This is an optimization exercise on Yosys and OpenROAD, whose aim is small area, not a production implementation.
RTL that was checked went through simulation tests only; none was proved equivalent to the original.
Power and IR drop assume default switching activity.

==> flow/design.v (excerpt) <==
module usb_cdl(
    input logic clk,
    input logic n_rst,
    input logic hsel,
    input logic [7:0] haddr,
    input logic [1:0] hsize,
    input logic [1:0] htrans,
    input logic [2:0] hburst,
    input logic hwrite,
    input logic [31:0] hwdata,
    output logic [31:0] hrdata,
    output logic hresp,
    output logic hready,
    input logic dplus_in,
    input logic dminus_in,
    output logic dplus_out,
    output logic dminus_out,
    output logic d_mode
);
    logic [2:0] rx_packet;
    logic rx_data_ready, rx_transfer_active, rx_error, flush, store_rx_packet_data;
    logic [2:0] tx_packet;
    logic tx_data_ready, tx_transfer_active, tx_error, get_tx_packet_data;
    logic get_rx_data, store_rx_data, get_tx_data, store_tx_data, clear;
    logic [6:0] buffer_occupancy;
    logic [7:0] rx_data, tx_data, tx_packet_data, rx_packet_data;
    ahb_lite_slave_cdl DUT1(
		.clk(clk), .n_rst(n_rst),
        .rx_packet(rx_packet),
        .rx_data_ready(rx_data_ready),
        .rx_transfer_active(rx_transfer_active),
        .rx_error(rx_error),
        .buffer_occupancy(buffer_occupancy),
        .tx_transfer_active(tx_transfer_active),
        .tx_error(tx_error),
        .rx_data(rx_data),
        .get_rx_data(get_rx_data),
        .store_tx_data(store_tx_data),
        .tx_data(tx_data),
        .clear(clear),
        .tx_packet(tx_packet),
        .d_mode(d_mode),
        .hsel(hsel),
        .haddr(haddr),
        .hsize(hsize),
        .htrans(htrans),
        .hburst(hburst),
        .hwrite(hwrite),
        .hwdata(hwdata),
        .hrdata(hrdata),
        .hresp(hresp),
        .hready(hready)
    );
    usb_rx DUT2 (
		.clk(clk), .n_rst(n_rst),
  ...
Size: ~1900 cells after synthesis, roughly 700 flip-flops, about 90 I/O pins.
export LEC_CHECK = 0
export CAP_MARGIN = 20
export CORE_MARGIN = 2
export CORE_UTILIZATION = 70
export CTS_BUF_LIST = sky130_fd_sc_hd__clkbuf_8
export CTS_CLUSTER_DIAMETER = 50
export CTS_CLUSTER_SIZE = 16
export SLEW_MARGIN = 20
export SYNTH_HIERARCHICAL = 1
export AREA_ABC_SCRIPT = /design/flow/flow/area.abc
export CTS_ARGS = -sink_clustering_enable -repair_clock_nets -sink_clustering_size 18 -sink_clustering_max_diameter 50 -buf_list sky130_fd_sc_hd__clkbuf_8 -dont_use_dummy_load
export BUFFER_PORTS_ARGS = -buffer_cell sky130_fd_sc_hd__buf_1
create_clock -name core_clock -period 10.0 [get_ports {clk}]
standard.sh (not shown) runs the stock make flow with config.mk's settings and CLKGATE_MAP_FILE= SYNTH_SCRIPT=/design/flow/synth_recipe.tcl, a recipe that flattens the netlist after the stock synthesis.
==> flow/flow/run.sh <==
#!/bin/bash
# Own layout flow: the standard flow (standard.sh) with
# - synthesis by flow/area_synth.tcl: the standard flow's synthesis script with an
#   area-oriented ABC mapping script (flow/area.abc);
# - a smaller clock tree: sink clusters of up to 18 flip-flops under clkbuf_8
#   leaf buffers, no dummy loads;
# - minimum-size (buf_1) port buffers.
# Each step's log is under orfs/logs/; standard.sh's output is in standard.log.
set -e
cat >> config.mk <<EOC
export AREA_ABC_SCRIPT = $PWD/flow/area.abc
export CTS_ARGS = -sink_clustering_enable -repair_clock_nets -sink_clustering_size 18 -sink_clustering_max_diameter 50 -buf_list sky130_fd_sc_hd__clkbuf_8 -dont_use_dummy_load
export BUFFER_PORTS_ARGS = -buffer_cell sky130_fd_sc_hd__buf_1
EOC
bash standard.sh SYNTH_SCRIPT=$PWD/flow/area_synth.tcl finish > standard.log 2>&1
==> flow/flow/area.abc <==
strash
&get -n
&fraig -x
&put
scorr
dc2
strash
balance -l; resub -K 6 -l; rewrite -l; resub -K 6 -N 2 -l; refactor -l; resub -K 8 -l; balance -l; resub -K 8 -N 2 -l; rewrite -l; resub -K 10 -l; rewrite -z -l; resub -K 10 -N 2 -l; balance -l; resub -K 12 -l; refactor -z -l; resub -K 12 -N 2 -l; rewrite -z -l; balance -l
strash
&get -n
&dch -f
&nf -R 1000 -p -F 8 -A 4
&put
==> flow/flow/area_synth.tcl <==
# The standard flow's synthesis script (synth_recipe.tcl) with one change: ABC maps the
# logic with an area-oriented script (flow/area.abc, given by AREA_ABC_SCRIPT)
# instead of ORFS's delay-oriented one. Registers are mapped before ABC runs,
# so they are the same as in the standard synthesis.
proc synth {args} { yosys synth -nofsm -noshare {*}$args }
proc abc {args} {
  set i [lsearch -exact $args -script]
  if {$i >= 0} { set args [lreplace $args $i [expr {$i + 1}] -script $::env(AREA_ABC_SCRIPT)] }
  yosys abc {*}$args
}
source $::env(SCRIPTS_DIR)/synth.tcl
# left out here: clear keep_hierarchy, flatten, clean up, hide names made inside functions, write 1_2_yosys.v
Rerun with:
==> flow/flow/area.abc (replaced) <==
strash
&get -n
&fraig -x
&put
scorr
dc2
strash
&get -n
&dch -f
&nf -R 1000 -p -F 8 -A 4
&put
CORE_UTILIZATION = 65   (was 70)
The new run finished clean.
Fmax came out higher by 1.2%.
Total power came out lower by 12%.
Count of clock-buffer cells in the layout came out higher by 2.
Non-clock buffer count came out higher by 3.
Final cell count came out higher by 1.9%.
Rerun with:
==> flow/flow/area.abc (replaced) <==
strash
&get -n
&fraig -x
&put
scorr
dc2
strash
balance -l; resub -K 6 -l; rewrite -l; resub -K 6 -N 2 -l; refactor -l; resub -K 8 -l; balance -l; resub -K 8 -N 2 -l; rewrite -l; resub -K 10 -l; rewrite -z -l; resub -K 10 -N 2 -l; balance -l; resub -K 12 -l; refactor -z -l; resub -K 12 -N 2 -l; rewrite -z -l; balance -l
strash
&get -n
&dch -f
&nf -R 1000 -p -F 8 -A 4
&put
Result: First-iteration DRC count is lower by a few percent; global-route usage falls by 0.77 points; final cell count shrinks slightly.

========
== pepper ==
Another version of the RTL of usb_cdl (not shown whole).
Size in the first run: about 2200 cells after synthesis, ~700 flip-flops, roughly 90 I/O pins, roughly 30000 um^2 of cells after synthesis.
Settings: LEC_CHECK=0, CAP_MARGIN=20, CORE_MARGIN=2, CORE_UTILIZATION=65, CTS_BUF_LIST=sky130_fd_sc_hd__clkbuf_8, CTS_CLUSTER_DIAMETER=50, CTS_CLUSTER_SIZE=16, SLEW_MARGIN=20, SYNTH_HIERARCHICAL=1; clock period 10.0 ns.
run.sh (not shown) runs the stock make flow with config.mk's settings and CLKGATE_MAP_FILE= SYNTH_SCRIPT=/design/flow/synth_recipe.tcl, a recipe that flattens the netlist after the stock synthesis.
Stock flow here: none of the scripts above is used.
### pepper -> maple
Settings: putting CTS_ARGS at -sink_clustering_enable -repair_clock_nets -sink_clustering_size 16 -sink_clustering_max_diameter 50 -buf_list sky130_fd_sc_hd__clkbuf_8 -dont_use_dummy_load where nothing was set; putting BUFFER_PORTS_ARGS at -buffer_cell sky130_fd_sc_hd__buf_1 where nothing was set; putting RECOVER_POWER at 100 where nothing was set.
==> flow/flow/run.sh (new file) <==
#!/bin/bash
# Own layout flow: the standard flow with a smaller clock tree (no dummy
# loads), minimum-size port buffers and power recovery (downsizing).
set -e
cat >> config.mk <<'EOC'
export CTS_ARGS = -sink_clustering_enable -repair_clock_nets -sink_clustering_size 16 -sink_clustering_max_diameter 50 -buf_list sky130_fd_sc_hd__clkbuf_8 -dont_use_dummy_load
export BUFFER_PORTS_ARGS = -buffer_cell sky130_fd_sc_hd__buf_1
export RECOVER_POWER = 100
EOC
bash standard.sh > standard.log 2>&1
==> flow/standard.sh (new file) <==
#!/bin/bash
# synth_recipe.tcl (not shown) runs the flow's synth.tcl, then flattens the netlist and writes it again
# the make line also repeats each setting of config.mk as NAME=value (left out here)
make -C /OpenROAD-flow-scripts/flow DESIGN_CONFIG=/design/flow/config.mk WORK_HOME=/design/flow/orfs CLKGATE_MAP_FILE= SYNTH_SCRIPT=/design/flow/synth_recipe.tcl "${@:-finish}"
removed: flow/run.sh
Notes after the runs:
- Run comparison: pepper uppermost layer routed met5; maple uppermost layer routed met4
- Per the comparison of maple with pepper, number of placed cells counting well taps did not really move, clock buffer count in the final layout went down.
- maple vs pepper — share of the clock period used by the worst path after layout dropped 2.5 points.
- Measured against each other, maple and pepper differ in upper clock frequency limit, the higher figure coming from maple.
- Compared with pepper, maple shows a lower growth of design area from synthesis to finish.
- In maple the implementation ran to completion but is not tape-out ready, as the final checks report capacitance limit, slew limit.
- maple vs pepper — worst setup skew after layout rose 0.11 ns.

========
Another version of the RTL of usb_cdl (not shown whole).
Size: about 700 flip-flops, about 30000 um^2 of cells after synthesis.
export LEC_CHECK = 0
export CAP_MARGIN = 20
export CORE_MARGIN = 2
export CORE_UTILIZATION = 65
export CTS_BUF_LIST = sky130_fd_sc_hd__clkbuf_4 sky130_fd_sc_hd__clkbuf_8
export SLEW_MARGIN = 20
export SYNTH_HIERARCHICAL = 1
create_clock -name core_clock -period 10.0 [get_ports {clk}]
Stock flow here: none of the scripts above is used.
The first run finished clean.
Rerun with:
- CORE_UTILIZATION: 65 -> 40
Synthesized cell count does not change.
First-iteration DRC count came out lower by a quarter to a third.
Routed wire length came out higher slightly.
Register-to-register slack is better by 150 ps.
No run of this note included a check of the RTL's function; only the layout flow was run.

static timing again, ports no longer ideal:
No port has a modelled driver above. Below, the same layouts with a new extraction and two added sets of constraints. Step 1 (the two cells are an assumption about what drives the block):
set clk [get_ports {clk}]
set_driving_cell -lib_cell sky130_fd_sc_hd__clkbuf_16 $clk
set_driving_cell -lib_cell sky130_fd_sc_hd__buf_2 [delete_from_list [all_inputs] $clk]
Step 2 moves the port delays by t, midway between the first and last clock arrival at a register: inputs arrive t later, outputs are due t later. That takes back most of the time a late clock gives input paths. Slacks: ideal / step 1 / step 2; pairs: ideal / step 1.
run	shift t [ns]	setup slack, ns	latest minus earliest clock arrival (ns)	cell pins on the clock port's net
the first run of note 1	0.712	3.909 / 3.888 / 3.888	0.088 / 0.087	1
the second run of note 1	0.709	3.982 / 3.963 / 3.963	0.092 / 0.092	1
the third run of note 1	0.707	3.805 / 3.785 / 3.785	0.066 / 0.065	1
pepper	0.752	3.482 / 3.456 / 3.456	0.039 / 0.039	1
maple	0.726	3.728 / 3.704 / 3.631	0.146 / 0.147	1
the first run of note 3	0.760	3.301 / 3.269 / 3.269	0.037 / 0.036	1
the second run of note 3	0.796	3.332 / 3.308 / 3.308	0.058 / 0.058	1
For maple, which loses most, drivers alone change the setup slack by -0.024 ns; drivers and shift together by -0.097 ns. The worst setup slack also covers recovery checks on asynchronous resets.
